Background: an optimization exercise with open tools, aiming at small area and a short achievable clock period. Do not read the settings as production practice.
At most, simulation tests tie the RTL to the original design; equivalence was not proved.
Function not checked in run 1: the RTL went through the layout flow alone.
Power figures rest on the tool's default switching activity, not on a simulated workload.

## flow/design.v (module list and top-level ports; edited modules follow where they fit)
// module register: 14 lines
// module alu_pre: 569 lines
// module alu_post: 212 lines
// module execute: 39 lines
// module simd_alu_top: 45 lines
module simd_alu_top (
    input  logic         clk,
    input  logic         rst,
    input  logic         overwriteFlags,
    input  logic [2:0]   pcWrEn,
    input  logic [2:0]   ExecuteOp,
    input  logic [127:0] vect1,
    input  logic [127:0] vect2,
    output logic [127:0] vectOut,
    output logic         pcWrEnOut
);
  // ...
==> flow/flow/run.sh <==
#!/bin/bash
# Standard layout, with one netlist clean-up between synthesis and floorplan:
# flow/fixinv.py removes the inverters that Yosys's full-adder extraction
# leaves between full adders (a full adder is self-dual, so flipping the
# polarity of some adders cancels them). Registers are not touched.
# Every port is buffered as in the standard flow, with the library's smallest
# buffer (buf_1) rather than buffer_ports' default pick.
# Timing repair aims at a setup slack of $MARGIN ns at the design's clock.
set -euo pipefail
MARGIN=6.5
RES=orfs/results/$FLOW_PLATFORM/simd_alu_top/base
bash standard.sh synth > synth.log 2>&1
python3 flow/fixinv.py $RES/1_2_yosys.v $RES/1_2_yosys.fixinv.v > fixinv.log 2>&1
cp $RES/1_2_yosys.v $RES/1_2_yosys.orig.v
mv $RES/1_2_yosys.fixinv.v $RES/1_2_yosys.v
rm -f $RES/1_synth.odb $RES/1_synth.sdc
bash standard.sh SETUP_SLACK_MARGIN=$MARGIN "BUFFER_PORTS_ARGS=-buffer_cell sky130_fd_sc_hd__buf_1" finish > layout.log 2>&1
==> flow/flow/fixinv.py <==
#!/usr/bin/env python3
"""Removes inverters between full adders in a flat sky130 netlist written by Yosys.

A full adder is self-dual: FA(~a, ~b, ~c) = (~cout, ~sum). Each fa cell may
therefore be "flipped" (its outputs then carry the complements of their
values, and its inputs must be fed complemented) without changing the
circuit. This picks flips greedily to minimise the number of nets that need
an inverted copy, then rewrites the netlist with one inverter per such net.

usage: fixinv.py IN.v OUT.v"""
import re
import sys

INV = re.compile(r"sky130_fd_sc_hd__(clk)?inv_\d+$")
FA = re.compile(r"sky130_fd_sc_hd__fa_\d+$")
OUT_PINS = {"X", "Y", "Q", "Q_N", "SUM", "COUT", "HI", "LO"}

src = open(sys.argv[1]).read()
m = re.search(r"^module\s+(\S+)\s*\((.*?)\);", src, re.S | re.M)
head_end = src.index(";", m.end() - 1) + 1
end = src.rindex("endmodule")
body = re.sub(r"\(\*.*?\*\)", "", src[head_end:end], flags=re.S)

# split the body into statements
stmts = [s.strip() for s in re.split(r";\s*\n", body) if s.strip()]
cells = []          # [type, name, [(pin, net)]]
others = []         # declarations and assigns, kept verbatim
ports_out = set()
cell_re = re.compile(r"^(sky130_fd_sc_hd__\w+)\s+(\S+)\s*\((.*)\)\s*$", re.S)
pin_re = re.compile(r"\.(\w+)\(\s*((?:\\\S+\s)|[^()]*?)\s*\)")
for s in stmts:
    s2 = s.rstrip(";").strip()
    cm = cell_re.match(s2)
    if cm:
        pins = [(p, n.strip()) for p, n in pin_re.findall(cm.group(3))]
        cells.append([cm.group(1), cm.group(2), pins])
    else:
        others.append(s2)
        om = re.match(r"output\s+(?:\[(\d+):(\d+)\]\s+)?(\S+)", s2)
        if om:
            if om.group(1):
                hi, lo = int(om.group(1)), int(om.group(2))
                for i in range(min(hi, lo), max(hi, lo) + 1):
                    ports_out.add(f"{om.group(3)}[{i}]")
            else:
                ports_out.add(om.group(3))
# nets used by assign statements count as fixed loads/drivers: keep them untouched
assign_nets = set()
for s in others:
    if s.startswith("assign"):
        for tok in re.findall(r"\\\S+|[A-Za-z_][\w$]*(?:\[\d+\])?", s[6:]):
            assign_nets.add(tok)

# inverters we may remove: output not a port and not used by an assign
inv_of = {}
removable = set()
for i, (t, name, pins) in enumerate(cells):
    if INV.match(t):
        d = dict(pins)
        y, a = d.get("Y"), d.get("A")
        if y and a and y not in ports_out and y not in assign_nets and a not in assign_nets:
            inv_of[y] = a
            removable.add(i)

def lit(net):
    pol = 0
    seen = 0
    while net in inv_of and seen < 100:
        net = inv_of[net]
        pol ^= 1
        seen += 1
    return net, pol

driver_fa = {}      # base net -> fa cell index
fa_ids = []
for i, (t, name, pins) in enumerate(cells):
    if FA.match(t):
        fa_ids.append(i)
        for p, n in pins:
            if p in ("SUM", "COUT"):
                driver_fa[n] = i

# loads: (cell index, pin, base, pol)
loads = []
for i, (t, name, pins) in enumerate(cells):
    if i in removable:
        continue
    for p, n in pins:
        if p in OUT_PINS:
            continue
        b, pol = lit(n)
        loads.append((i, p, b, pol))

x = {i: 0 for i in fa_ids}
loads_by_net = {}
for k, (i, p, b, pol) in enumerate(loads):
    loads_by_net.setdefault(b, []).append(k)
nets_of_fa = {i: set() for i in fa_ids}
for k, (i, p, b, pol) in enumerate(loads):
    if i in x:
        nets_of_fa[i].add(b)
for b, i in driver_fa.items():
    nets_of_fa[i].add(b)

def need_inv(k):
    i, p, b, pol = loads[k]
    par = pol ^ x.get(driver_fa.get(b, -1), 0)
    if i in x:
        par ^= x[i]
    return par

def net_cost(b):
    return 1 if any(need_inv(k) for k in loads_by_net.get(b, ())) else 0

def total():
    return sum(net_cost(b) for b in loads_by_net)

before = total()
improved = True
rounds = 0
while improved and rounds < 50:
    improved = False
    rounds += 1
    for f in fa_ids:
        nets = nets_of_fa[f]
        c0 = sum(net_cost(b) for b in nets)
        x[f] ^= 1
        c1 = sum(net_cost(b) for b in nets)
        if c1 < c0:
            improved = True
        else:
            x[f] ^= 1
after = total()

# rewrite
new_inv = {}
out_cells = []
for i, (t, name, pins) in enumerate(cells):
    if i in removable:
        continue
    newpins = []
    for p, n in pins:
        if p in OUT_PINS:
            newpins.append((p, n))
            continue
        b, pol = lit(n)
        par = pol ^ x.get(driver_fa.get(b, -1), 0)
        if i in x:
            par ^= x[i]
        if par:
            if b not in new_inv:
                new_inv[b] = f"fixinv_n{len(new_inv)}"
            newpins.append((p, new_inv[b]))
        else:
            newpins.append((p, b))
    out_cells.append((t, name, newpins))

lines = [src[:head_end]]
for s in others:
    lines.append("  " + s + " ;")
for b, nn in new_inv.items():
    lines.append(f"  wire {nn};")
for t, name, pins in out_cells:
    ps = ",\n".join(f"    .{p}({n}{' ' if n.startswith(chr(92)) else ''})" for p, n in pins)
    lines.append(f"  {t} {name} (\n{ps}\n  );")
for k, (b, nn) in enumerate(new_inv.items()):
    bb = b + (" " if b.startswith("\\") else "")
    lines.append(f"  sky130_fd_sc_hd__inv_1 fixinv_{k} (\n    .A({bb}),\n    .Y({nn})\n  );")
lines.append("endmodule")
open(sys.argv[2], "w").write("\n".join(lines) + "\n")
sys.stderr.write(f"fixinv: {len(fa_ids)} full adders, {sum(x.values())} flipped; "
                 f"{len(removable)} inverters removed, {len(new_inv)} inserted "
                 f"(nets needing inversion {before} -> {after})\n")
==> flow/standard.sh <==
#!/bin/bash
# synth_recipe.tcl (not shown) runs the flow's synth.tcl, then flattens the netlist and writes it again
# the make line also repeats each setting of config.mk as NAME=value (left out here)
make -C /OpenROAD-flow-scripts/flow DESIGN_CONFIG=/design/flow/config.mk WORK_HOME=/design/flow/orfs CLKGATE_MAP_FILE= SYNTH_SCRIPT=/design/flow/synth_recipe.tcl "${@:-finish}"
==> flow/config.mk <==
export PLATFORM = sky130hd
export DESIGN_NAME = simd_alu_top
export DESIGN_NICKNAME = simd_alu_top
export VERILOG_FILES = /design/flow/design.v
export SDC_FILE = /design/flow/constraint.sdc
export NUM_CORES = 4
export LEC_CHECK = 0
export CAP_MARGIN = 20
export CELL_PAD_IN_SITES_DETAIL_PLACEMENT = 2
export CELL_PAD_IN_SITES_GLOBAL_PLACEMENT = 4
export CORE_MARGIN = 2
export CORE_UTILIZATION = 30
export SLEW_MARGIN = 20
==> flow/constraint.sdc <==
create_clock -name core_clock -period 12.0 [get_ports {clk}]
set_input_delay 2.4000 -clock core_clock [delete_from_list [all_inputs] [get_ports {clk}]]
set_output_delay 2.4000 -clock core_clock [all_outputs]
set_load 0.01 [all_outputs]
==> results.py, run 1 <==
metrics = {
    "drt": {
        "route.met3.wl_mm": 23.2,
        "viasPerCell": 5.86,
        "drt_wl_total_mm": 426,
        "post-route-drc-count": 0,
    },
    "sta": {
        "relSlewSlack_pct": 29.4,
        "min_period_ns": 5.52,
    },
    "clocking": {
        "numCtsBuffers": 100,
        "ctsLongestPathBuffers": 4,
        "post_cts_buffers": 62,
        "clk_pin_slew_ns": 0.06,
        "post_cts_resize_count": 110,
    },
    "layout": {
        "n_antenna_cell": 31,
        "largestRegisters": "q_q (532), vectOut (128)",
        "inv_count": 654,
        "multi_input_cells": 6723,
        "clk_share_pct": 3.84,
        "multiInputGateArea_sq_um": 62100,
    },
    "power": {
        "maxPowerGroup": "combinational cells",
        "clkPwrFrac_pct": 17.3,
    },
    "setup_path": {
        "critPathArrivalTime_ns": 6.30,
        "reg2reg_from": "q_q[22]",
        "path_delay_family": "adder cells",
        "max_stage_delay_ns": 0.56,
        "cp_common_cell": "fa_1",
    },
    "die": {
        "num_tap_cells": 3533,
        "io_pins": 394,
        "initial_utilization_pct": 30.2,
    },
    "placed_design": {
        "pre_cts_ws_ns": 3.98,
        "hpwl_mm": 295,
    },
    "synthesis": {
        "yosysWarnings": 4,
        "syn_nets": 10600,
        "syn_inst": 8956,
    },
    "grt": {
        "grt_use_total_pct": 30.6,
        "busiest_layer": "met2",
    },
    "outcome": {
        "outcome": "timing/DRC/antenna clean",
    },
}
==> module alu_pre, before the edit <==
module alu_pre (
    input  logic [31:0] a, b,
    input  logic [2:0]  op,
    output logic [132:0] q
);
    wire is_mul = op == 3'd4;
    wire is_add = op == 3'd2 || op == 3'd3 || op == 3'd7;
    wire [32:0] bx = {b, 1'b0};
    logic [15:0] one, two, neg;
    genvar j;
    generate for (j = 0; j < 16; j = j + 1) begin : enc
        wire b1 = bx[2*j+2], b0 = bx[2*j+1], bl = bx[2*j];
        if (j == 0) assign one[j] = (is_mul & (b0 ^ bl)) | is_add;
        else        assign one[j] = is_mul & (b0 ^ bl);
        assign two[j] = is_mul & ((b1 & ~b0 & ~bl) | (~b1 & b0 & bl));
        assign neg[j] = is_mul & b1 & ~(b0 & bl);
    end endgenerate
    wire [32:0] ax = {a, 1'b0};
    wire [39:0] X = {a, 8'b0} | {8'b0, a};
    logic [8:0] sel;
    always_comb for (int k = 0; k < 9; k++)
        sel[k] = (op == 3'd5 && b[2:0] == k) || (op == 3'd6 && 4'd8 - b[2:0] == k);
    logic [31:0] sh;
    always_comb for (int i = 0; i < 32; i++) begin
        sh[i] = 1'b0;
        for (int k = 0; k < 9; k++) sh[i] = sh[i] | (sel[k] & X[i+k]);
    end
    logic [31:0] bb;
    always_comb
        case (op)
            3'd1: bb = a ^ b;
            3'd2: bb = b;
            3'd3: bb = ~b;
            3'd7: bb = 32'd4;
            default: bb = sh;
        endcase
    wire cin = op == 3'd3;
    wire [31:0] pp0 = (({32{one[0]}} & ax[32:1]) | ({32{two[0]}} & ax[31:0])) ^ {32{neg[0]}};
    wire [29:0] pp1 = (({30{one[1]}} & ax[30:1]) | ({30{two[1]}} & ax[29:0])) ^ {30{neg[1]}};
    wire [27:0] pp2 = (({28{one[2]}} & ax[28:1]) | ({28{two[2]}} & ax[27:0])) ^ {28{neg[2]}};
    wire [25:0] pp3 = (({26{one[3]}} & ax[26:1]) | ({26{two[3]}} & ax[25:0])) ^ {26{neg[3]}};
    wire [23:0] pp4 = (({24{one[4]}} & ax[24:1]) | ({24{two[4]}} & ax[23:0])) ^ {24{neg[4]}};
    wire [21:0] pp5 = (({22{one[5]}} & ax[22:1]) | ({22{two[5]}} & ax[21:0])) ^ {22{neg[5]}};
    wire [19:0] pp6 = (({20{one[6]}} & ax[20:1]) | ({20{two[6]}} & ax[19:0])) ^ {20{neg[6]}};
    wire [17:0] pp7 = (({18{one[7]}} & ax[18:1]) | ({18{two[7]}} & ax[17:0])) ^ {18{neg[7]}};
    wire [15:0] pp8 = (({16{one[8]}} & ax[16:1]) | ({16{two[8]}} & ax[15:0])) ^ {16{neg[8]}};
    wire [13:0] pp9 = (({14{one[9]}} & ax[14:1]) | ({14{two[9]}} & ax[13:0])) ^ {14{neg[9]}};
    wire [11:0] pp10 = (({12{one[10]}} & ax[12:1]) | ({12{two[10]}} & ax[11:0])) ^ {12{neg[10]}};
    wire [9:0] pp11 = (({10{one[11]}} & ax[10:1]) | ({10{two[11]}} & ax[9:0])) ^ {10{neg[11]}};
    wire [7:0] pp12 = (({8{one[12]}} & ax[8:1]) | ({8{two[12]}} & ax[7:0])) ^ {8{neg[12]}};
    wire [5:0] pp13 = (({6{one[13]}} & ax[6:1]) | ({6{two[13]}} & ax[5:0])) ^ {6{neg[13]}};
    wire [3:0] pp14 = (({4{one[14]}} & ax[4:1]) | ({4{two[14]}} & ax[3:0])) ^ {4{neg[14]}};
    wire [1:0] pp15 = (({2{one[15]}} & ax[2:1]) | ({2{two[15]}} & ax[1:0])) ^ {2{neg[15]}};
    wire fs0 = cin ^ neg[0] ^ pp0[0];
    wire fc0 = (cin & neg[0]) | (pp0[0] & (cin | neg[0]));
    wire fs1 = pp0[1] ^ fc0 ^ bb[1];
    wire fc1 = (pp0[1] & fc0) | (bb[1] & (pp0[1] | fc0));
    wire fs2 = neg[1] ^ pp0[2] ^ pp1[0];
    wire fc2 = (neg[1] & pp0[2]) | (pp1[0] & (neg[1] | pp0[2]));
    wire fs3 = pp0[3] ^ pp1[1] ^ fc2;
    wire fc3 = (pp0[3] & pp1[1]) | (fc2 & (pp0[3] | pp1[1]));
    wire fs4 = neg[2] ^ pp0[4] ^ pp1[2];
    wire fc4 = (neg[2] & pp0[4]) | (pp1[2] & (neg[2] | pp0[4]));
    wire fs5 = pp2[0] ^ fs4 ^ fc3;
    wire fc5 = (pp2[0] & fs4) | (fc3 & (pp2[0] | fs4));
    wire fs6 = pp0[5] ^ pp1[3] ^ pp2[1];
    wire fc6 = (pp0[5] & pp1[3]) | (pp2[1] & (pp0[5] | pp1[3]));
    wire fs7 = fc4 ^ fs6 ^ bb[5];
    wire fc7 = (fc4 & fs6) | (bb[5] & (fc4 | fs6));
    wire fs8 = neg[3] ^ pp0[6] ^ pp1[4];
    wire fc8 = (neg[3] & pp0[6]) | (pp1[4] & (neg[3] | pp0[6]));
    wire fs9 = pp2[2] ^ pp3[0] ^ fc6;
    wire fc9 = (pp2[2] & pp3[0]) | (fc6 & (pp2[2] | pp3[0]));
    wire fs10 = fs8 ^ fs9 ^ bb[6];
    wire fc10 = (fs8 & fs9) | (bb[6] & (fs8 | fs9));
    wire fs11 = pp0[7] ^ pp1[5] ^ pp2[3];
    wire fc11 = (pp0[7] & pp1[5]) | (pp2[3] & (pp0[7] | pp1[5]));
    wire fs12 = pp3[1] ^ fc8 ^ fs11;
    wire fc12 = (pp3[1] & fc8) | (fs11 & (pp3[1] | fc8));
    wire fs13 = fc9 ^ fs12 ^ bb[7];
    wire fc13 = (fc9 & fs12) | (bb[7] & (fc9 | fs12));
    wire fs14 = neg[4] ^ pp0[8] ^ pp1[6];
    wire fc14 = (neg[4] & pp0[8]) | (pp1[6] & (neg[4] | pp0[8]));
    wire fs15 = pp2[4] ^ pp3[2] ^ pp4[0];
    wire fc15 = (pp2[4] & pp3[2]) | (pp4[0] & (pp2[4] | pp3[2]));
    wire fs16 = fc11 ^ fs14 ^ fs15;
    wire fc16 = (fc11 & fs14) | (fs15 & (fc11 | fs14));
    wire fs17 = fc12 ^ fs16 ^ bb[8];
    wire fc17 = (fc12 & fs16) | (bb[8] & (fc12 | fs16));
    wire fs18 = pp0[9] ^ pp1[7] ^ pp2[5];
    wire fc18 = (pp0[9] & pp1[7]) | (pp2[5] & (pp0[9] | pp1[7]));
    wire fs19 = pp3[3] ^ pp4[1] ^ fc14;
    wire fc19 = (pp3[3] & pp4[1]) | (fc14 & (pp3[3] | pp4[1]));
    wire fs20 = fc15 ^ fs18 ^ fc16;
    wire fc20 = (fc15 & fs18) | (fc16 & (fc15 | fs18));
    wire fs21 = neg[5] ^ pp0[10] ^ pp1[8];
    wire fc21 = (neg[5] & pp0[10]) | (pp1[8] & (neg[5] | pp0[10]));
    wire fs22 = pp2[6] ^ pp3[4] ^ pp4[2];
    wire fc22 = (pp2[6] & pp3[4]) | (pp4[2] & (pp2[6] | pp3[4]));
    wire hs23 = pp5[0] ^ fc18;
    wire hc23 = pp5[0] & fc18;
    wire fs24 = fs21 ^ fs22 ^ hs23;
    wire fc24 = (fs21 & fs22) | (hs23 & (fs21 | fs22));
    wire fs25 = pp0[11] ^ pp1[9] ^ pp2[7];
    wire fc25 = (pp0[11] & pp1[9]) | (pp2[7] & (pp0[11] | pp1[9]));
    wire fs26 = pp3[5] ^ pp4[3] ^ pp5[1];
    wire fc26 = (pp3[5] & pp4[3]) | (pp5[1] & (pp3[5] | pp4[3]));
    wire hs27 = fc21 ^ fc22;
    wire hc27 = fc21 & fc22;
    wire fs28 = fs25 ^ fs26 ^ hc23;
    wire fc28 = (fs25 & fs26) | (hc23 & (fs25 | fs26));
    wire fs29 = hs27 ^ bb[11] ^ fc24;
    wire fc29 = (hs27 & bb[11]) | (fc24 & (hs27 | bb[11]));
    wire fs30 = neg[6] ^ pp0[12] ^ pp1[10];
    wire fc30 = (neg[6] & pp0[12]) | (pp1[10] & (neg[6] | pp0[12]));
    wire fs31 = pp2[8] ^ pp3[6] ^ pp4[4];
    wire fc31 = (pp2[8] & pp3[6]) | (pp4[4] & (pp2[8] | pp3[6]));
    wire fs32 = pp5[2] ^ pp6[0] ^ fc25;
    wire fc32 = (pp5[2] & pp6[0]) | (fc25 & (pp5[2] | pp6[0]));
    wire fs33 = fc26 ^ fs30 ^ fs31;
    wire fc33 = (fc26 & fs30) | (fs31 & (fc26 | fs30));
    wire fs34 = hc27 ^ fs32 ^ fs33;
    wire fc34 = (hc27 & fs32) | (fs33 & (hc27 | fs32));
    wire fs35 = pp0[13] ^ pp1[11] ^ pp2[9];
    wire fc35 = (pp0[13] & pp1[11]) | (pp2[9] & (pp0[13] | pp1[11]));
    wire fs36 = pp3[7] ^ pp4[5] ^ pp5[3];
    wire fc36 = (pp3[7] & pp4[5]) | (pp5[3] & (pp3[7] | pp4[5]));
    wire fs37 = pp6[1] ^ fc30 ^ fc31;
    wire fc37 = (pp6[1] & fc30) | (fc31 & (pp6[1] | fc30));
    wire hs38 = fs35 ^ fs36;
    wire hc38 = fs35 & fs36;
    wire fs39 = hs38 ^ fc32 ^ fc33;
    wire fc39 = (hs38 & fc32) | (fc33 & (hs38 | fc32));
    wire fs40 = neg[7] ^ pp0[14] ^ pp1[12];
    wire fc40 = (neg[7] & pp0[14]) | (pp1[12] & (neg[7] | pp0[14]));
    wire fs41 = pp2[10] ^ pp3[8] ^ pp4[6];
    wire fc41 = (pp2[10] & pp3[8]) | (pp4[6] & (pp2[10] | pp3[8]));
    wire fs42 = pp5[4] ^ pp6[2] ^ pp7[0];
    wire fc42 = (pp5[4] & pp6[2]) | (pp7[0] & (pp5[4] | pp6[2]));
    wire fs43 = fc35 ^ fc36 ^ fs40;
    wire fc43 = (fc35 & fc36) | (fs40 & (fc35 | fc36));
    wire hs44 = fs41 ^ fs42;
    wire hc44 = fs41 & fs42;
    wire fs45 = hc38 ^ hs44 ^ fc37;
    wire fc45 = (hc38 & hs44) | (fc37 & (hc38 | hs44));
    wire fs46 = pp0[15] ^ pp1[13] ^ pp2[11];
    wire fc46 = (pp0[15] & pp1[13]) | (pp2[11] & (pp0[15] | pp1[13]));
    wire fs47 = pp3[9] ^ pp4[7] ^ pp5[5];
    wire fc47 = (pp3[9] & pp4[7]) | (pp5[5] & (pp3[9] | pp4[7]));
    wire fs48 = pp6[3] ^ pp7[1] ^ fc40;
    wire fc48 = (pp6[3] & pp7[1]) | (fc40 & (pp6[3] | pp7[1]));
    wire fs49 = fc41 ^ fc42 ^ fs46;
    wire fc49 = (fc41 & fc42) | (fs46 & (fc41 | fc42));
    wire hs50 = fs47 ^ hc44;
    wire hc50 = fs47 & hc44;
    wire fs51 = fc43 ^ fs48 ^ fs49;
    wire fc51 = (fc43 & fs48) | (fs49 & (fc43 | fs48));
    wire fs52 = neg[8] ^ pp0[16] ^ pp1[14];
    wire fc52 = (neg[8] & pp0[16]) | (pp1[14] & (neg[8] | pp0[16]));
    wire fs53 = pp2[12] ^ pp3[10] ^ pp4[8];
    wire fc53 = (pp2[12] & pp3[10]) | (pp4[8] & (pp2[12] | pp3[10]));
    wire fs54 = pp5[6] ^ pp6[4] ^ pp7[2];
    wire fc54 = (pp5[6] & pp6[4]) | (pp7[2] & (pp5[6] | pp6[4]));
    wire fs55 = pp8[0] ^ fc46 ^ fc47;
    wire fc55 = (pp8[0] & fc46) | (fc47 & (pp8[0] | fc46));
    wire fs56 = fs52 ^ fs53 ^ fs54;
    wire fc56 = (fs52 & fs53) | (fs54 & (fs52 | fs53));
    wire hs57 = fc48 ^ fc49;
    wire hc57 = fc48 & fc49;
    wire fs58 = fs55 ^ fs56 ^ hc50;
    wire fc58 = (fs55 & fs56) | (hc50 & (fs55 | fs56));
    wire fs59 = pp0[17] ^ pp1[15] ^ pp2[13];
    wire fc59 = (pp0[17] & pp1[15]) | (pp2[13] & (pp0[17] | pp1[15]));
    wire fs60 = pp3[11] ^ pp4[9] ^ pp5[7];
    wire fc60 = (pp3[11] & pp4[9]) | (pp5[7] & (pp3[11] | pp4[9]));
    wire fs61 = pp6[5] ^ pp7[3] ^ pp8[1];
    wire fc61 = (pp6[5] & pp7[3]) | (pp8[1] & (pp6[5] | pp7[3]));
    wire fs62 = fc52 ^ fc53 ^ fc54;
    wire fc62 = (fc52 & fc53) | (fc54 & (fc52 | fc53));
    wire fs63 = fs59 ^ fs60 ^ fs61;
    wire fc63 = (fs59 & fs60) | (fs61 & (fs59 | fs60));
    wire hs64 = fc55 ^ fc56;
    wire hc64 = fc55 & fc56;
    wire fs65 = fs62 ^ fs63 ^ bb[17];
    wire fc65 = (fs62 & fs63) | (bb[17] & (fs62 | fs63));
    wire fs66 = neg[9] ^ pp0[18] ^ pp1[16];
    wire fc66 = (neg[9] & pp0[18]) | (pp1[16] & (neg[9] | pp0[18]));
    wire fs67 = pp2[14] ^ pp3[12] ^ pp4[10];
    wire fc67 = (pp2[14] & pp3[12]) | (pp4[10] & (pp2[14] | pp3[12]));
    wire fs68 = pp5[8] ^ pp6[6] ^ pp7[4];
    wire fc68 = (pp5[8] & pp6[6]) | (pp7[4] & (pp5[8] | pp6[6]));
    wire fs69 = pp8[2] ^ pp9[0] ^ fc59;
    wire fc69 = (pp8[2] & pp9[0]) | (fc59 & (pp8[2] | pp9[0]));
    wire fs70 = fc60 ^ fc61 ^ fs66;
    wire fc70 = (fc60 & fc61) | (fs66 & (fc60 | fc61));
    wire fs71 = fs67 ^ fs68 ^ fc62;
    wire fc71 = (fs67 & fs68) | (fc62 & (fs67 | fs68));
    wire hs72 = fc63 ^ fs69;
    wire hc72 = fc63 & fs69;
    wire fs73 = fs70 ^ bb[18] ^ hc64;
    wire fc73 = (fs70 & bb[18]) | (hc64 & (fs70 | bb[18]));
    wire fs74 = pp0[19] ^ pp1[17] ^ pp2[15];
    wire fc74 = (pp0[19] & pp1[17]) | (pp2[15] & (pp0[19] | pp1[17]));
    wire fs75 = pp3[13] ^ pp4[11] ^ pp5[9];
    wire fc75 = (pp3[13] & pp4[11]) | (pp5[9] & (pp3[13] | pp4[11]));
    wire fs76 = pp6[7] ^ pp7[5] ^ pp8[3];
    wire fc76 = (pp6[7] & pp7[5]) | (pp8[3] & (pp6[7] | pp7[5]));
    wire fs77 = pp9[1] ^ fc66 ^ fc67;
    wire fc77 = (pp9[1] & fc66) | (fc67 & (pp9[1] | fc66));
    wire fs78 = fc68 ^ fs74 ^ fs75;
    wire fc78 = (fc68 & fs74) | (fs75 & (fc68 | fs74));
    wire fs79 = fs76 ^ fc69 ^ fc70;
    wire fc79 = (fs76 & fc69) | (fc70 & (fs76 | fc69));
    wire hs80 = fs77 ^ fs78;
    wire hc80 = fs77 & fs78;
    wire fs81 = neg[10] ^ pp0[20] ^ pp10[0];
    wire fc81 = (neg[10] & pp0[20]) | (pp10[0] & (neg[10] | pp0[20]));
    wire fs82 = pp1[18] ^ pp2[16] ^ pp3[14];
    wire fc82 = (pp1[18] & pp2[16]) | (pp3[14] & (pp1[18] | pp2[16]));
    wire fs83 = pp4[12] ^ pp5[10] ^ pp6[8];
    wire fc83 = (pp4[12] & pp5[10]) | (pp6[8] & (pp4[12] | pp5[10]));
    wire fs84 = pp7[6] ^ pp8[4] ^ pp9[2];
    wire fc84 = (pp7[6] & pp8[4]) | (pp9[2] & (pp7[6] | pp8[4]));
    wire fs85 = fc74 ^ fc75 ^ fc76;
    wire fc85 = (fc74 & fc75) | (fc76 & (fc74 | fc75));
    wire fs86 = fs81 ^ fs82 ^ fs83;
    wire fc86 = (fs81 & fs82) | (fs83 & (fs81 | fs82));
    wire fs87 = fs84 ^ fc77 ^ fc78;
    wire fc87 = (fs84 & fc77) | (fc78 & (fs84 | fc77));
    wire fs88 = fs85 ^ fs86 ^ bb[20];
    wire fc88 = (fs85 & fs86) | (bb[20] & (fs85 | fs86));
    wire fs89 = pp0[21] ^ pp10[1] ^ pp1[19];
    wire fc89 = (pp0[21] & pp10[1]) | (pp1[19] & (pp0[21] | pp10[1]));
    wire fs90 = pp2[17] ^ pp3[15] ^ pp4[13];
    wire fc90 = (pp2[17] & pp3[15]) | (pp4[13] & (pp2[17] | pp3[15]));
    wire fs91 = pp5[11] ^ pp6[9] ^ pp7[7];
    wire fc91 = (pp5[11] & pp6[9]) | (pp7[7] & (pp5[11] | pp6[9]));
    wire fs92 = pp8[5] ^ pp9[3] ^ fc81;
    wire fc92 = (pp8[5] & pp9[3]) | (fc81 & (pp8[5] | pp9[3]));
    wire fs93 = fc82 ^ fc83 ^ fc84;
    wire fc93 = (fc82 & fc83) | (fc84 & (fc82 | fc83));
    wire fs94 = fs89 ^ fs90 ^ fs91;
    wire fc94 = (fs89 & fs90) | (fs91 & (fs89 | fs90));
    wire fs95 = fc85 ^ fc86 ^ fs92;
    wire fc95 = (fc85 & fc86) | (fs92 & (fc85 | fc86));
    wire fs96 = fs93 ^ fs94 ^ bb[21];
    wire fc96 = (fs93 & fs94) | (bb[21] & (fs93 | fs94));
    wire fs97 = neg[11] ^ pp0[22] ^ pp10[2];
    wire fc97 = (neg[11] & pp0[22]) | (pp10[2] & (neg[11] | pp0[22]));
    wire fs98 = pp11[0] ^ pp1[20] ^ pp2[18];
    wire fc98 = (pp11[0] & pp1[20]) | (pp2[18] & (pp11[0] | pp1[20]));
    wire fs99 = pp3[16] ^ pp4[14] ^ pp5[12];
    wire fc99 = (pp3[16] & pp4[14]) | (pp5[12] & (pp3[16] | pp4[14]));
    wire fs100 = pp6[10] ^ pp7[8] ^ pp8[6];
    wire fc100 = (pp6[10] & pp7[8]) | (pp8[6] & (pp6[10] | pp7[8]));
    wire fs101 = pp9[4] ^ fc89 ^ fc90;
    wire fc101 = (pp9[4] & fc89) | (fc90 & (pp9[4] | fc89));
    wire fs102 = fc91 ^ fs100 ^ fs97;
    wire fc102 = (fc91 & fs100) | (fs97 & (fc91 | fs100));
    wire fs103 = fs98 ^ fs99 ^ fc92;
    wire fc103 = (fs98 & fs99) | (fc92 & (fs98 | fs99));
    wire fs104 = fc93 ^ fc94 ^ fs101;
    wire fc104 = (fc93 & fc94) | (fs101 & (fc93 | fc94));
    wire fs105 = pp0[23] ^ pp10[3] ^ pp11[1];
    wire fc105 = (pp0[23] & pp10[3]) | (pp11[1] & (pp0[23] | pp10[3]));
    wire fs106 = pp1[21] ^ pp2[19] ^ pp3[17];
    wire fc106 = (pp1[21] & pp2[19]) | (pp3[17] & (pp1[21] | pp2[19]));
    wire fs107 = pp4[15] ^ pp5[13] ^ pp6[11];
    wire fc107 = (pp4[15] & pp5[13]) | (pp6[11] & (pp4[15] | pp5[13]));
    wire fs108 = pp7[9] ^ pp8[7] ^ pp9[5];
    wire fc108 = (pp7[9] & pp8[7]) | (pp9[5] & (pp7[9] | pp8[7]));
    wire fs109 = fc100 ^ fc97 ^ fc98;
    wire fc109 = (fc100 & fc97) | (fc98 & (fc100 | fc97));
    wire fs110 = fc99 ^ fs105 ^ fs106;
    wire fc110 = (fc99 & fs105) | (fs106 & (fc99 | fs105));
    wire fs111 = fs107 ^ fs108 ^ fc101;
    wire fc111 = (fs107 & fs108) | (fc101 & (fs107 | fs108));
    wire hs112 = fc102 ^ fs109;
    wire hc112 = fc102 & fs109;
    wire fs113 = fs110 ^ bb[23] ^ hs112;
    wire fc113 = (fs110 & bb[23]) | (hs112 & (fs110 | bb[23]));
    wire fs114 = neg[12] ^ pp0[24] ^ pp10[4];
    wire fc114 = (neg[12] & pp0[24]) | (pp10[4] & (neg[12] | pp0[24]));
    wire fs115 = pp11[2] ^ pp12[0] ^ pp1[22];
    wire fc115 = (pp11[2] & pp12[0]) | (pp1[22] & (pp11[2] | pp12[0]));
    wire fs116 = pp2[20] ^ pp3[18] ^ pp4[16];
    wire fc116 = (pp2[20] & pp3[18]) | (pp4[16] & (pp2[20] | pp3[18]));
    wire fs117 = pp5[14] ^ pp6[12] ^ pp7[10];
    wire fc117 = (pp5[14] & pp6[12]) | (pp7[10] & (pp5[14] | pp6[12]));
    wire fs118 = pp8[8] ^ pp9[6] ^ fc105;
    wire fc118 = (pp8[8] & pp9[6]) | (fc105 & (pp8[8] | pp9[6]));
    wire fs119 = fc106 ^ fc107 ^ fc108;
    wire fc119 = (fc106 & fc107) | (fc108 & (fc106 | fc107));
    wire fs120 = fs114 ^ fs115 ^ fs116;
    wire fc120 = (fs114 & fs115) | (fs116 & (fs114 | fs115));
    wire fs121 = fs117 ^ fc109 ^ fc110;
    wire fc121 = (fs117 & fc109) | (fc110 & (fs117 | fc109));
    wire fs122 = fs118 ^ fs119 ^ fs120;
    wire fc122 = (fs118 & fs119) | (fs120 & (fs118 | fs119));
    wire fs123 = pp0[25] ^ pp10[5] ^ pp11[3];
    wire fc123 = (pp0[25] & pp10[5]) | (pp11[3] & (pp0[25] | pp10[5]));
    wire fs124 = pp12[1] ^ pp1[23] ^ pp2[21];
    wire fc124 = (pp12[1] & pp1[23]) | (pp2[21] & (pp12[1] | pp1[23]));
    wire fs125 = pp3[19] ^ pp4[17] ^ pp5[15];
    wire fc125 = (pp3[19] & pp4[17]) | (pp5[15] & (pp3[19] | pp4[17]));
    wire fs126 = pp6[13] ^ pp7[11] ^ pp8[9];
    wire fc126 = (pp6[13] & pp7[11]) | (pp8[9] & (pp6[13] | pp7[11]));
    wire fs127 = pp9[7] ^ fc114 ^ fc115;
    wire fc127 = (pp9[7] & fc114) | (fc115 & (pp9[7] | fc114));
    wire fs128 = fc116 ^ fc117 ^ fs123;
    wire fc128 = (fc116 & fc117) | (fs123 & (fc116 | fc117));
    wire fs129 = fs124 ^ fs125 ^ fs126;
    wire fc129 = (fs124 & fs125) | (fs126 & (fs124 | fs125));
    wire fs130 = fc118 ^ fc119 ^ fc120;
    wire fc130 = (fc118 & fc119) | (fc120 & (fc118 | fc119));
    wire hs131 = fs127 ^ fs128;
    wire hc131 = fs127 & fs128;
    wire fs132 = neg[13] ^ pp0[26] ^ pp10[6];
    wire fc132 = (neg[13] & pp0[26]) | (pp10[6] & (neg[13] | pp0[26]));
    wire fs133 = pp11[4] ^ pp12[2] ^ pp13[0];
    wire fc133 = (pp11[4] & pp12[2]) | (pp13[0] & (pp11[4] | pp12[2]));
    wire fs134 = pp1[24] ^ pp2[22] ^ pp3[20];
    wire fc134 = (pp1[24] & pp2[22]) | (pp3[20] & (pp1[24] | pp2[22]));
    wire fs135 = pp4[18] ^ pp5[16] ^ pp6[14];
    wire fc135 = (pp4[18] & pp5[16]) | (pp6[14] & (pp4[18] | pp5[16]));
    wire fs136 = pp7[12] ^ pp8[10] ^ pp9[8];
    wire fc136 = (pp7[12] & pp8[10]) | (pp9[8] & (pp7[12] | pp8[10]));
    wire fs137 = fc123 ^ fc124 ^ fc125;
    wire fc137 = (fc123 & fc124) | (fc125 & (fc123 | fc124));
    wire fs138 = fc126 ^ fs132 ^ fs133;
    wire fc138 = (fc126 & fs132) | (fs133 & (fc126 | fs132));
    wire fs139 = fs134 ^ fs135 ^ fs136;
    wire fc139 = (fs134 & fs135) | (fs136 & (fs134 | fs135));
    wire fs140 = fc127 ^ fc128 ^ fc129;
    wire fc140 = (fc127 & fc128) | (fc129 & (fc127 | fc128));
    wire hs141 = fs137 ^ fs138;
    wire hc141 = fs137 & fs138;
    wire fs142 = fs139 ^ bb[26] ^ hc131;
    wire fc142 = (fs139 & bb[26]) | (hc131 & (fs139 | bb[26]));
    wire fs143 = pp0[27] ^ pp10[7] ^ pp11[5];
    wire fc143 = (pp0[27] & pp10[7]) | (pp11[5] & (pp0[27] | pp10[7]));
    wire fs144 = pp12[3] ^ pp13[1] ^ pp1[25];
    wire fc144 = (pp12[3] & pp13[1]) | (pp1[25] & (pp12[3] | pp13[1]));
    wire fs145 = pp2[23] ^ pp3[21] ^ pp4[19];
    wire fc145 = (pp2[23] & pp3[21]) | (pp4[19] & (pp2[23] | pp3[21]));
    wire fs146 = pp5[17] ^ pp6[15] ^ pp7[13];
    wire fc146 = (pp5[17] & pp6[15]) | (pp7[13] & (pp5[17] | pp6[15]));
    wire fs147 = pp8[11] ^ pp9[9] ^ fc132;
    wire fc147 = (pp8[11] & pp9[9]) | (fc132 & (pp8[11] | pp9[9]));
    wire fs148 = fc133 ^ fc134 ^ fc135;
    wire fc148 = (fc133 & fc134) | (fc135 & (fc133 | fc134));
    wire fs149 = fc136 ^ fs143 ^ fs144;
    wire fc149 = (fc136 & fs143) | (fs144 & (fc136 | fs143));
    wire fs150 = fs145 ^ fs146 ^ fc137;
    wire fc150 = (fs145 & fs146) | (fc137 & (fs145 | fs146));
    wire fs151 = fc138 ^ fc139 ^ fs147;
    wire fc151 = (fc138 & fc139) | (fs147 & (fc138 | fc139));
    wire fs152 = fs148 ^ fs149 ^ bb[27];
    wire fc152 = (fs148 & fs149) | (bb[27] & (fs148 | fs149));
    wire fs153 = neg[14] ^ pp0[28] ^ pp10[8];
    wire fc153 = (neg[14] & pp0[28]) | (pp10[8] & (neg[14] | pp0[28]));
    wire fs154 = pp11[6] ^ pp12[4] ^ pp13[2];
    wire fc154 = (pp11[6] & pp12[4]) | (pp13[2] & (pp11[6] | pp12[4]));
    wire fs155 = pp14[0] ^ pp1[26] ^ pp2[24];
    wire fc155 = (pp14[0] & pp1[26]) | (pp2[24] & (pp14[0] | pp1[26]));
    wire fs156 = pp3[22] ^ pp4[20] ^ pp5[18];
    wire fc156 = (pp3[22] & pp4[20]) | (pp5[18] & (pp3[22] | pp4[20]));
    wire fs157 = pp6[16] ^ pp7[14] ^ pp8[12];
    wire fc157 = (pp6[16] & pp7[14]) | (pp8[12] & (pp6[16] | pp7[14]));
    wire fs158 = pp9[10] ^ fc143 ^ fc144;
    wire fc158 = (pp9[10] & fc143) | (fc144 & (pp9[10] | fc143));
    wire fs159 = fc145 ^ fc146 ^ fs153;
    wire fc159 = (fc145 & fc146) | (fs153 & (fc145 | fc146));
    wire fs160 = fs154 ^ fs155 ^ fs156;
    wire fc160 = (fs154 & fs155) | (fs156 & (fs154 | fs155));
    wire fs161 = fs157 ^ fc147 ^ fc148;
    wire fc161 = (fs157 & fc147) | (fc148 & (fs157 | fc147));
    wire fs162 = fc149 ^ fs158 ^ fs159;
    wire fc162 = (fc149 & fs158) | (fs159 & (fc149 | fs158));
    wire hs163 = fs160 ^ bb[28];
    wire hc163 = fs160 & bb[28];
    wire fs164 = pp0[29] ^ pp10[9] ^ pp11[7];
    wire fc164 = (pp0[29] & pp10[9]) | (pp11[7] & (pp0[29] | pp10[9]));
    wire fs165 = pp12[5] ^ pp13[3] ^ pp14[1];
    wire fc165 = (pp12[5] & pp13[3]) | (pp14[1] & (pp12[5] | pp13[3]));
    wire fs166 = pp1[27] ^ pp2[25] ^ pp3[23];
    wire fc166 = (pp1[27] & pp2[25]) | (pp3[23] & (pp1[27] | pp2[25]));
    wire fs167 = pp4[21] ^ pp5[19] ^ pp6[17];
    wire fc167 = (pp4[21] & pp5[19]) | (pp6[17] & (pp4[21] | pp5[19]));
    wire fs168 = pp7[15] ^ pp8[13] ^ pp9[11];
    wire fc168 = (pp7[15] & pp8[13]) | (pp9[11] & (pp7[15] | pp8[13]));
    wire fs169 = fc153 ^ fc154 ^ fc155;
    wire fc169 = (fc153 & fc154) | (fc155 & (fc153 | fc154));
    wire fs170 = fc156 ^ fc157 ^ fs164;
    wire fc170 = (fc156 & fc157) | (fs164 & (fc156 | fc157));
    wire fs171 = fs165 ^ fs166 ^ fs167;
    wire fc171 = (fs165 & fs166) | (fs167 & (fs165 | fs166));
    wire fs172 = fs168 ^ fc158 ^ fc159;
    wire fc172 = (fs168 & fc158) | (fc159 & (fs168 | fc158));
    wire fs173 = fc160 ^ fs169 ^ fs170;
    wire fc173 = (fc160 & fs169) | (fs170 & (fc160 | fs169));
    wire hs174 = fs171 ^ bb[29];
    wire hc174 = fs171 & bb[29];
    wire fs175 = neg[15] ^ pp0[30] ^ pp10[10];
    wire fc175 = (neg[15] & pp0[30]) | (pp10[10] & (neg[15] | pp0[30]));
    wire fs176 = pp11[8] ^ pp12[6] ^ pp13[4];
    wire fc176 = (pp11[8] & pp12[6]) | (pp13[4] & (pp11[8] | pp12[6]));
    wire fs177 = pp14[2] ^ pp15[0] ^ pp1[28];
    wire fc177 = (pp14[2] & pp15[0]) | (pp1[28] & (pp14[2] | pp15[0]));
    wire fs178 = pp2[26] ^ pp3[24] ^ pp4[22];
    wire fc178 = (pp2[26] & pp3[24]) | (pp4[22] & (pp2[26] | pp3[24]));
    wire fs179 = pp5[20] ^ pp6[18] ^ pp7[16];
    wire fc179 = (pp5[20] & pp6[18]) | (pp7[16] & (pp5[20] | pp6[18]));
    wire fs180 = pp8[14] ^ pp9[12] ^ fc164;
    wire fc180 = (pp8[14] & pp9[12]) | (fc164 & (pp8[14] | pp9[12]));
    wire fs181 = fc165 ^ fc166 ^ fc167;
    wire fc181 = (fc165 & fc166) | (fc167 & (fc165 | fc166));
    wire fs182 = fc168 ^ fs175 ^ fs176;
    wire fc182 = (fc168 & fs175) | (fs176 & (fc168 | fs175));
    wire fs183 = fs177 ^ fs178 ^ fs179;
    wire fc183 = (fs177 & fs178) | (fs179 & (fs177 | fs178));
    wire fs184 = fc169 ^ fc170 ^ fc171;
    wire fc184 = (fc169 & fc170) | (fc171 & (fc169 | fc170));
    wire fs185 = fs180 ^ fs181 ^ fs182;
    wire fc185 = (fs180 & fs181) | (fs182 & (fs180 | fs181));
    wire hs186 = fs183 ^ bb[30];
    wire hc186 = fs183 & bb[30];
    wire xs187 = pp0[31] ^ pp10[11] ^ pp11[9];
    wire xs188 = pp12[7] ^ pp13[5] ^ pp14[3];
    wire xs189 = pp15[1] ^ pp1[29] ^ pp2[27];
    wire xs190 = pp3[25] ^ pp4[23] ^ pp5[21];
    wire xs191 = pp6[19] ^ pp7[17] ^ pp8[15];
    wire xs192 = pp9[13] ^ xs187 ^ xs188;
    wire xs193 = xs189 ^ xs190 ^ xs191;
    wire xs194 = xs192 ^ xs193 ^ bb[31];
    assign q[0] = fs0;
    assign q[1] = bb[0];
    assign q[2] = fs1;
    assign q[3] = fs2;
    assign q[4] = bb[2];
    assign q[5] = fc1;
    assign q[6] = fs3;
    assign q[7] = bb[3];
    assign q[8] = bb[4];
    assign q[9] = fs5;
    assign q[10] = fc5;
    assign q[11] = fs7;
    assign q[12] = fc7;
    assign q[13] = fs10;
    assign q[14] = fc10;
    assign q[15] = fs13;
    assign q[16] = fc13;
    assign q[17] = fs17;
    assign q[18] = fs19;
    assign q[19] = bb[9];
    assign q[20] = fs20;
    assign q[21] = fc17;
    assign q[22] = fc19;
    assign q[23] = bb[10];
    assign q[24] = fs24;
    assign q[25] = fc20;
    assign q[26] = fs28;
    assign q[27] = fs29;
    assign q[28] = fc28;
    assign q[29] = bb[12];
    assign q[30] = fs34;
    assign q[31] = fc29;
    assign q[32] = fs37;
    assign q[33] = bb[13];
    assign q[34] = fc34;
    assign q[35] = fs39;
    assign q[36] = fs43;
    assign q[37] = bb[14];
    assign q[38] = fc39;
    assign q[39] = fs45;
    assign q[40] = hs50;
    assign q[41] = bb[15];
    assign q[42] = fc45;
    assign q[43] = fs51;
    assign q[44] = bb[16];
    assign q[45] = hs57;
    assign q[46] = fc51;
    assign q[47] = fs58;
    assign q[48] = hc57;
    assign q[49] = hs64;
    assign q[50] = fc58;
    assign q[51] = fs65;
    assign q[52] = hs72;
    assign q[53] = fs71;
    assign q[54] = fc65;
    assign q[55] = fs73;
    assign q[56] = bb[19];
    assign q[57] = hc72;
    assign q[58] = fc71;
    assign q[59] = hs80;
    assign q[60] = fs79;
    assign q[61] = fc73;
    assign q[62] = hc80;
    assign q[63] = fc79;
    assign q[64] = fs87;
    assign q[65] = fs88;
    assign q[66] = fc87;
    assign q[67] = fs95;
    assign q[68] = fc88;
    assign q[69] = fs96;
    assign q[70] = fs102;
    assign q[71] = bb[22];
    assign q[72] = fc95;
    assign q[73] = fs103;
    assign q[74] = fs104;
    assign q[75] = fc96;
    assign q[76] = fc103;
    assign q[77] = fc104;
    assign q[78] = fs111;
    assign q[79] = fs113;
    assign q[80] = bb[24];
    assign q[81] = hc112;
    assign q[82] = fc111;
    assign q[83] = fs121;
    assign q[84] = fs122;
    assign q[85] = fc113;
    assign q[86] = fs129;
    assign q[87] = bb[25];
    assign q[88] = hs131;
    assign q[89] = fc121;
    assign q[90] = fc122;
    assign q[91] = fs130;
    assign q[92] = hs141;
    assign q[93] = fc130;
    assign q[94] = fs140;
    assign q[95] = fs142;
    assign q[96] = hc141;
    assign q[97] = fc140;
    assign q[98] = fs150;
    assign q[99] = fs151;
    assign q[100] = fc142;
    assign q[101] = fs152;
    assign q[102] = fc150;
    assign q[103] = fc151;
    assign q[104] = fs161;
    assign q[105] = fs162;
    assign q[106] = hs163;
    assign q[107] = fc152;
    assign q[108] = fc161;
    assign q[109] = fc162;
    assign q[110] = fs172;
    assign q[111] = fs173;
    assign q[112] = hc163;
    assign q[113] = hs174;
    assign q[114] = fc172;
    assign q[115] = fc173;
    assign q[116] = fs184;
    assign q[117] = fs185;
    assign q[118] = hc174;
    assign q[119] = hs186;
    assign q[120] = fc175;
    assign q[121] = fc176;
    assign q[122] = fc177;
    assign q[123] = fc178;
    assign q[124] = fc179;
    assign q[125] = fc180;
    assign q[126] = fc181;
    assign q[127] = fc182;
    assign q[128] = fc183;
    assign q[129] = fc184;
    assign q[130] = fc185;
    assign q[131] = hc186;
    assign q[132] = xs194;
endmodule
==> inputs of run 2 (changes only) <==
--- a/flow/design.v
+++ b/flow/design.v
@@ -29,3 +29,4 @@
         assign two[j] = is_mul & ((b1 & ~b0 & ~bl) | (~b1 & b0 & bl));
-        assign neg[j] = is_mul & b1 & ~(b0 & bl);
+        if (j == 0) assign neg[j] = is_mul & b1;
+        else        assign neg[j] = b1 & ~(b0 & bl);
     end endgenerate
==> results.py, run 2 <==
metrics = {
    "sta": {
        "finClkSkew_ns": 0.0596,
        "rsz0062_at_grt": "true",
        "period_share_pct": 46.3,
        "hold_viol": 0,
        "min_period_ns": 5.56,
        "setup_tns_ns": 0,
        "tightest_slew_ns": 1.24,
        "relSlewSlack_pct": 17.2,
        "slew_viol_final": 0,
        "max_freq_mhz": 180,
        "setup_viol": 0,
        "whs_ns": 0.326,
    },
    "drt": {
        "post-route-drc-count": 0,
        "drtAntennaViolNets": 0,
        "drt_wl_total_mm": 422,
        "drt-wirelength-per-cell_um": 33.8,
        "via_count": 72800,
        "dr.pass1.iters": 7,
        "drtIter0Drc": 6206,
        "viasPerCell": 5.83,
    },
    "setup_path": {
        "cp.required_ns": 12.64,
        "cp_common_cell": "fa_1",
        "critPathCaptureType": "flop",
        "crit_path_max_fanout": 36,
        "cp_cell_sequence": "clkbuf_16, buf_16, or3b_4, buf_12, clkbuf_16, buf_4, a21oi_4, buf_12, buf_4, a22oi_1, xor2_1, fa_1, fa_1, fa_1",
        "critPathArrivalTime_ns": 6.19,
        "reg2reg_slack_ns": 6.78,
        "crit_type": "primary input to flop",
        "max_stage_delay_ns": 0.50,
        "critical_path.slowest_cell": "or3b_4",
        "critical_path.startpoint_type": "primary input",
    },
    "layout": {
        "top_register": "q_q",
        "final_layout_size_suffix_gt1_share_pct": 10.3,
        "most-common-layout-cells": "xnor2_1 (961), a22oi_1 (894), fa_1 (882)",
        "instances_no_fill": 12500,
        "syn_to_final_growth_pct": 13.8,
        "largest_reg_flops": 532,
        "final_cell_area_sq_um": 91000,
        "largestRegisters": "q_q (532), vectOut (128)",
        "final_common_cell": "xnor2_1",
        "finalNetCount": 10500,
    },
    "synthesis": {
        "syn_inst": 8822,
        "synth_area_sq_um": 80000,
        "syn_nets": 10400,
        "yosysWarnings": 4,
        "syn_avg_cell_area_sq_um": 9.07,
    },
    "grt": {
        "overflow": 0,
        "grt_max_degree": 64,
        "grt_pass1_wl_mm": 600,
        "grt_use_total_pct": 30.2,
        "grt_pass1_vias": 78500,
        "antenna_found_initial": 69,
    },
    "clocking": {
        "cts_tree": "built",
        "clkSinkCount": 679,
        "cts_hold_buf": 0,
        "clk_latency_ns": 0.78,
        "ctsLongestPathBuffers": 3,
        "htreeDepth": 3,
        "clk_pin_slew_ns": 0.06,
        "numCtsBuffers": 93,
        "clockRootBuffer": "clkbuf_16",
    },
    "die": {
        "io_pins": 394,
        "initial_utilization_pct": 30.2,
        "coreArea_sq_um": 265000,
        "die_height_um": 521,
        "die_w_um": 521,
        "die-area_sq_um": 271000,
        "row_count": 189,
    },
    "job": {
        "cap_violations": 0,
    },
    "placed_design": {
        "portBuffers": 393,
        "hpwl_mm": 286,
        "gp_congestion": 0.837,
        "placed_area_sq_um": 84800,
        "dpl.cell_count": 12100,
    },
    "power": {
        "cellPowerDensity_nw_per_um2": 368,
        "power_leakage_nw": 34.9,
        "peakVddDrop_mv": 0.723,
    },
    "hold_path": {
        "hp-class": "flop to flop",
    },
    "outcome": {
        "outcome": "timing/DRC/antenna clean",
    },
}
==> run 2: final cells by class <==
| class | count | area (sq um) |
|---|---|---|
| clock buffer | 119 | 2550 |
| fill | 29300 | 174000 |
| tap | 3533 | 4420 |
| sequential | 679 | 13600 |
| timing repair buffer | 831 | 5970 |
| multi-input combinational | 6587 | 61200 |
| clock inverter | 50 | 652 |
| inverter | 672 | 2540 |
| antenna | 26 | 65.1 |
==> run 2: routing by layer <==
layer	GRT usage (%)	vias up	wire (um)	part of all wire, %
li1	-	30800	-	-
met5	0	-	141	0.033
met3	4.07	604	22800	5.4
met4	9.01	22	13500	3.2
met2	49.7	2536	198000	47
met1	41.1	38800	188000	44
==> run 2: power breakdown <==
part | total, W | switching (W) | leakage [nW] | internal [W]
clock | 0.00300 | 0.00129 | 1.54 | 0.00171
sequential | 0.00405 | 0.000509 | 5.72 | 0.00354
combinational | 0.0264 | 0.0164 | 27.6 | 0.0100
==> run 2: repair_timing <==
action,in CTS,in global routing
setup buffers,113,42
gates cloned,21,9
pin swaps,12,24
resized for setup,117,65
setup endpoints to repair,500,175
==> run 2: path summary, 6_finish.rpt <==
kind / cells after the start / end / startpoint
setup / recovery: 14 / q_q[117] / ExecuteOp[1]
hold / removal: 0 / execute_stage.a31_q[1] / a31_q[1]
setup reg to reg: 10 / execute_stage.zeroFlag_register.dataOut / q_q[368]
hold reg to reg: 0 / execute_stage.a31_q[1] / a31_q[1]
max in group asynchronous: 2 / execute_stage.zeroFlag_register.dataOut / rst
min in group asynchronous: 2 / execute_stage.pend_register.dataOut / rst
==> run 2: critical path, delay by kind of cell <==
kind / cells / cell delay, ns
AOI/OAI and AO/OA: 2 / 0.32
adders and majority gates: 3 / 1.46
and+or+nand+nor: 1 / 0.50
buffers and inverters: 7 / 1.26
xor gates and xnor gates: 1 / 0.20
==> run 2: stage by stage <==
stage                     setup WS [ns]  util [%]  power, W
after detailed placement           4.08      32.0    0.0308
after global placement             4.15      32.0    0.0303
after CTS                          6.50      34.0    0.0342
final                              6.44      34.3    0.0335
after global routing               6.41      34.3    0.0366
after floorplan                    6.41         -    0.0209
==> inputs of run 3 (changes only) <==
--- a/flow/flow/run.sh
+++ b/flow/flow/run.sh
@@ -9,3 +9,3 @@
 set -euo pipefail
-MARGIN=6.5
+MARGIN=6.75
 RES=orfs/results/$FLOW_PLATFORM/simd_alu_top/base
==> results.py, run 3 <==
metrics = {
    "layout": {
        "top_register": "q_q",
        "multiInputGateArea_sq_um": 61600,
        "n_fill_cell": 29100,
        "most-common-layout-cells": "xnor2_1 (958), a22oi_1 (892), fa_1 (834)",
        "finalNetCount": 10500,
        "register_area_sq_um": 13600,
        "final_layout_size_suffix_gt1_share_pct": 12.0,
        "final_common_cell": "xnor2_1",
        "largest_reg_flops": 532,
        "largestRegisters": "q_q (532), vectOut (128)",
        "syn_to_final_growth_pct": 15.7,
        "final_util_pct": 34.9,
    },
    "power": {
        "cellPowerDensity_nw_per_um2": 366,
        "power_leakage_nw": 35.6,
        "peakVddDrop_mv": 0.798,
    },
    "grt": {
        "grt_use_total_pct": 30.7,
        "overflow": 0,
        "grt_max_degree": 66,
        "grt_pass1_vias": 79500,
        "grt_pass1_wl_mm": 607,
        "antenna_found_initial": 62,
    },
    "clocking": {
        "cts_tree": "built",
        "clk_latency_ns": 0.89,
        "clkSinkCount": 679,
        "htreeDepth": 3,
        "clk_pin_slew_ns": 0.05,
        "numCtsBuffers": 98,
        "ctsLongestPathBuffers": 4,
        "clockRootBuffer": "clkbuf_16",
        "cts_hold_buf": 0,
    },
    "setup_path": {
        "cp.required_ns": 12.72,
        "path_delay_family": "adder cells",
        "critPathArrivalTime_ns": 5.96,
        "critPathCaptureType": "flop",
        "reg2reg_slack_ns": 6.99,
        "critical_path.startpoint_type": "primary input",
        "crit_path_max_fanout": 13,
        "max_stage_delay_ns": 0.55,
        "critical_path.slowest_cell": "nor2_4",
        "critical_path_buf_inv_count": 4,
        "crit_type": "primary input to flop",
        "cp_cell_sequence": "clkbuf_16, buf_16, or3b_4, buf_12, buf_4, nor2_4, a22oi_1, xor2_1, fa_1, fa_1, fa_1",
        "cp_common_cell": "fa_1",
    },
    "job": {
        "cap_violations": 0,
    },
    "die": {
        "die_height_um": 521,
        "row_count": 189,
        "die_w_um": 521,
        "die-area_sq_um": 271000,
        "io_pins": 394,
        "initial_utilization_pct": 30.2,
        "coreArea_sq_um": 265000,
    },
    "sta": {
        "relSlewSlack_pct": 19.2,
        "hold_viol": 0,
        "period_share_pct": 43.7,
        "finClkSkew_ns": 0.110,
        "rsz0062_at_grt": "true",
        "setup_tns_ns": 0,
        "setup_viol": 0,
        "min_period_ns": 5.24,
        "max_freq_mhz": 191,
        "slew_viol_final": 0,
        "tightest_slew_ns": 1.21,
    },
    "drt": {
        "drt_wl_total_mm": 430,
        "via_count": 73700,
        "drtAntennaViolNets": 0,
        "dr.pass1.iters": 6,
        "drtIter0Drc": 6596,
        "post-route-drc-count": 0,
        "drt-wirelength-per-cell_um": 34.2,
        "viasPerCell": 5.87,
    },
    "synthesis": {
        "syn_nets": 10400,
        "synth_area_sq_um": 80000,
        "yosysWarnings": 4,
        "syn_avg_cell_area_sq_um": 9.07,
        "syn_inst": 8822,
    },
    "placed_design": {
        "gp_congestion": 0.817,
        "hpwl_mm": 287,
        "portBuffers": 393,
    },
    "outcome": {
        "outcome": "timing/DRC/antenna clean",
    },
    "hold_path": {
        "hp-class": "flop to flop",
    },
}
==> run 3: cell count changes in the layout (fill, tap and decap cells not counted), moves of 7 or more <==
cell | previous run | this run
fa_2 | 14 | 62
and2_4 | 15 | 28
bufbuf_16 | 5 | 13
fa_1 | 882 | 834
nand2b_1 | 43 | 36
diode_2 | 26 | 18
buf_12 | 50 | 69
buf_4 | 350 | 373
==> run 3: layout make-up <==
class | instances | area share (%)
flip-flops and latches | 679 | 14.7
inverters | 672 | 2.76
well taps | 3533 | 4.77
repair buffers | 893 | 7.60
clock buffers | 122 | 2.92
diodes | 18 | 0.0486
clock inverters | 50 | 0.667
multi-input cells | 6594 | 66.5
==> run 3: timing repair <==
action / in CTS / in global routing
resized for setup: 211 / 110
setup buffers: 148 / 57
endpoints found under the setup margin: 519 / 173
cloned: 38 / 13
pin swaps: 25 / 23
==> run 3: report_power, final <==
part / total, W / leakage (nW) / internal, W / switching, W
clock network: 0.00311 / 1.62 / 0.00183 / 0.00127
registers: 0.00405 / 5.72 / 0.00354 / 0.000507
logic: 0.0267 / 28.2 / 0.0101 / 0.0166
==> run 3: routing by layer <==
| metal | routed length [um] | vias up | global-route usage (%) |
|---|---|---|---|
| li1 | - | 31000 | - |
| met4 | 13800 | 38 | 8.99 |
| met1 | 190000 | 39400 | 41.8 |
| met3 | 24500 | 666 | 4.04 |
| met2 | 201000 | 2640 | 50.6 |
| met5 | 241 | - | 0 |
==> run 3: worst paths after layout <==
path / start / to / cells after the start
worst max-delay path: ExecuteOp[1] / q_q[148] / 11
max in group asynchronous: rst / execute_stage.negative_flag_register.dataOut / 2
worst max register to register: q_q[507] / execute_stage.zeroFlag_register.dataOut / 10
worst min register to register: a31_q[2] / execute_stage.a31_q[2] / 0
worst min-delay path: a31_q[2] / execute_stage.a31_q[2] / 0
min in group asynchronous: rst / execute_stage.zeroFlag_register.dataOut / 2
==> run 3: metrics by stage <==
| step | hold slack [ns] | setup WS [ns] | cells | total power [W] | area, sq um |
|---|---|---|---|---|---|
| floorplan | 0.310 | 6.41 | 8822 | 0.0209 | 81200 |
| global placement | 0.312 | 4.27 | 12100 | 0.0305 | 85000 |
| detailed placement | 0.313 | 4.24 | 12100 | 0.0310 | 85000 |
| CTS | 0.326 | 6.67 | 12500 | 0.0346 | 91400 |
| global route | 0.342 | 6.70 | 12600 | 0.0370 | 92600 |
| finish | 0.327 | 6.76 | 12600 | 0.0339 | 92600 |
==> run 3: worst reg2reg max path: stages (launching register included) <==
cell	delay, ns
dfxtp_1	0.32
fa_1	0.52
fa_1	0.57
fa_1	0.66
ha_1	0.33
xnor2_1	0.17
nor4_2	0.60
nand4_1	0.20
nor3_2	0.75
nand4_1	0.55
mux2i_1	0.29
==> inputs of run 4 (changes only) <==
--- a/flow/flow/run.sh
+++ b/flow/flow/run.sh
@@ -9,3 +9,3 @@
 set -euo pipefail
-MARGIN=6.75
+MARGIN=7.0
 RES=orfs/results/$FLOW_PLATFORM/simd_alu_top/base
==> results.py, run 4 <==
metrics = {
    "die": {
        "initial_utilization_pct": 30.2,
        "row_count": 189,
        "io_pins": 394,
        "die-area_sq_um": 271000,
        "die_w_um": 521,
        "die_height_um": 521,
        "coreArea_sq_um": 265000,
    },
    "synthesis": {
        "syn_nets": 10400,
        "syn_inst": 8822,
        "synth_area_sq_um": 80000,
        "yosysWarnings": 4,
        "syn_avg_cell_area_sq_um": 9.07,
    },
    "grt": {
        "grt_pass1_vias": 81100,
        "overflow": 0,
        "grt_max_degree": 68,
        "grt_pass1_wl_mm": 636,
        "grt_use_total_pct": 32.4,
        "antenna_found_initial": 59,
    },
    "power": {
        "total_power_w": 0.0347,
        "peakVddDrop_mv": 0.950,
        "cellPowerDensity_nw_per_um2": 339,
        "power_leakage_nw": 39.2,
    },
    "placed_design": {
        "hpwl_mm": 287,
        "gp_congestion": 0.825,
        "portBuffers": 393,
    },
    "drt": {
        "dr.pass1.iters": 6,
        "drtIter0Drc": 7019,
        "drt_wl_total_mm": 463,
        "post-route-drc-count": 0,
        "via_count": 76700,
        "viasPerCell": 5.89,
        "drtAntennaViolNets": 0,
        "drt-wirelength-per-cell_um": 35.5,
    },
    "sta": {
        "finClkSkew_ns": 0.0481,
        "min_period_ns": 5.27,
        "slew_viol_final": 0,
        "period_share_pct": 43.9,
        "whs_ns": 0.322,
        "setup_viol": 0,
        "max_freq_mhz": 190,
        "hold_viol": 0,
        "setup_tns_ns": 0,
        "relSlewSlack_pct": 16.9,
        "tightest_slew_ns": 1.25,
        "rsz0062_at_grt": "true",
    },
    "clocking": {
        "clk_pin_slew_ns": 0.06,
        "clk_latency_ns": 0.80,
        "clkSinkCount": 679,
        "cts_tree": "built",
        "numCtsBuffers": 97,
        "htreeDepth": 3,
        "clockRootBuffer": "clkbuf_16",
        "ctsLongestPathBuffers": 3,
    },
    "layout": {
        "final_common_cell": "xnor2_1",
        "multiInputGateArea_sq_um": 64900,
        "finalNetCount": 11000,
        "largest_reg_flops": 532,
        "register_area_sq_um": 13600,
        "most-common-layout-cells": "xnor2_1 (882), a22oi_1 (707), dfxtp_1 (673)",
        "syn_to_final_growth_pct": 27.6,
        "n_fill_cell": 28400,
        "top_register": "q_q",
        "final_layout_size_suffix_gt1_share_pct": 23.8,
        "largestRegisters": "q_q (532), vectOut (128)",
    },
    "setup_path": {
        "critPathCaptureType": "flop",
        "crit_start": "ExecuteOp[1]",
        "critPathArrivalTime_ns": 5.99,
        "path_delay_family": "adder cells",
        "cp.required_ns": 12.72,
        "cp_cell_sequence": "clkbuf_16, or3b_4, buf_16, buf_12, a21oi_4, buf_12, buf_4, a22oi_2, xor2_1, fa_2, fa_1, fa_2",
        "reg2reg_from": "q_q[114]",
        "critical_path.slowest_cell": "fa_2",
        "crit_path_max_fanout": 14,
        "crit_type": "primary input to flop",
        "critical_path_buf_inv_count": 5,
        "max_stage_delay_ns": 0.63,
        "critical_path.startpoint_type": "primary input",
    },
    "hold_path": {
        "hp-class": "flop to flop",
        "hp-start": "a31_q[2]",
    },
    "outcome": {
        "outcome": "timing/DRC/antenna clean",
    },
    "job": {
        "cap_violations": 0,
    },
}
run 4: repair_timing:
item | in CTS | in global routing
gates cloned | 73 | 25
hold buffers | 0 | 0
buffers inserted | 380 | 245
pin swaps | 363 | 466
endpoints found under the setup margin | 526 | 276
gates resized for setup | 726 | 598
run 4: layer usage:
layer	global-route usage [%]	vias up	wire, um
met2	53.2	3243	217000
met1	43.0	40800	196000
met4	10.9	32	18400
met5	0	-	206
li1	-	32000	-
met3	5.22	752	32300
run 4: final timing paths:
check                                                               end  cells after the start  slack, ns
worst min register to register                   execute_stage.a31_q[2]                      0       0.32
min in group asynchronous           execute_stage.pend_register.dataOut                      2       1.48
worst min-delay path                             execute_stage.a31_q[2]                      0       0.32
max in group asynchronous       execute_stage.zeroFlag_register.dataOut                      2      10.38
worst max-delay path                                           q_q[176]                     12       6.73
worst max register to register  execute_stage.zeroFlag_register.dataOut                     11       7.15
run 4: cell type report:
type                       instances  share of cell area [%]
sequential                       679                    13.3
antenna                           29                  0.0710
clock inverter                    51                   0.740
multi-input combinational       6597                    63.5
tap                             3533                    4.33
clock buffer                     124                    2.61
inverter                         672                    2.52
timing repair buffer            1345                    12.9
run 4: where the power goes:
part,internal (W),switching [W]
Sequential,0.00354,0.000537
Combinational,0.0105,0.0169
Clock,0.00190,0.00133
Total,0.0159,0.0187
run 4: stage by stage:
step / instances / utilization (%) / area, sq um / worst slack [ns]
2_1_floorplan: 8822 / - / 81300 / 6.41
3_3_place_gp: 12100 / 32.0 / 85000 / 4.13
3_5_place_dp: 12100 / 32.0 / 85000 / 4.01
4_1_cts: 12700 / 36.4 / 96700 / 6.82
5_1_grt: 13000 / 38.5 / 102000 / 6.73
6_report: 13000 / 38.5 / 102000 / 6.73
run 4: worst register-to-register path, cell delays in order, from the launching register on:
cell and delay [ns]:
dfxtp_1 0.31, fa_1 0.52, fa_1 0.53, fa_1 0.74
ha_1 0.37, xnor2_1 0.22, nor4_2 0.65, nand4_1 0.26
nor3_4 0.21, buf_12 0.17, nand4_1 0.46, mux2i_1 0.31

==> separate check: timing with driven ports <==
In the flow no input, the clock included, has a driving cell. The finished layouts below were timed again as built, in two steps.
Step 1: set_driving_cell puts a clkbuf_16 on clk and a buf_2 on each other input, an assumption about the parent block.
Step 2, shift: input delay + t, output delay - t, t = (earliest + latest rising clock arrival at the registers) / 2. This alone moves slack from input paths to output paths.
Three values: no drivers, after step 1, after step 2; two values: the first two.
| run | shift t [ns] | slack for setup (ns) | clock arrival spread, ns | slew at the worst register clock pin (ns) | cell pins on the clock port's net |
|---|---|---|---|---|---|
| run 1 | 0.963 | 6.482 / 6.535 / 5.572 | 0.098 / 0.098 | 0.07 / 0.07 | 1 |
| run 2 | 0.848 | 6.444 / 6.292 / 5.444 | 0.075 / 0.074 | 0.07 / 0.07 | 1 |
| run 3 | 0.940 | 6.757 / 6.524 / 5.585 | 0.113 / 0.113 | 0.08 / 0.08 | 1 |
| run 4 | 0.887 | 6.732 / 6.599 / 5.713 | 0.052 / 0.051 | 0.08 / 0.08 | 1 |
After both steps every run listed still meets setup and hold. For run 3, which loses most, drivers alone change the setup slack by -0.233 ns; drivers and shift together by -1.172 ns.
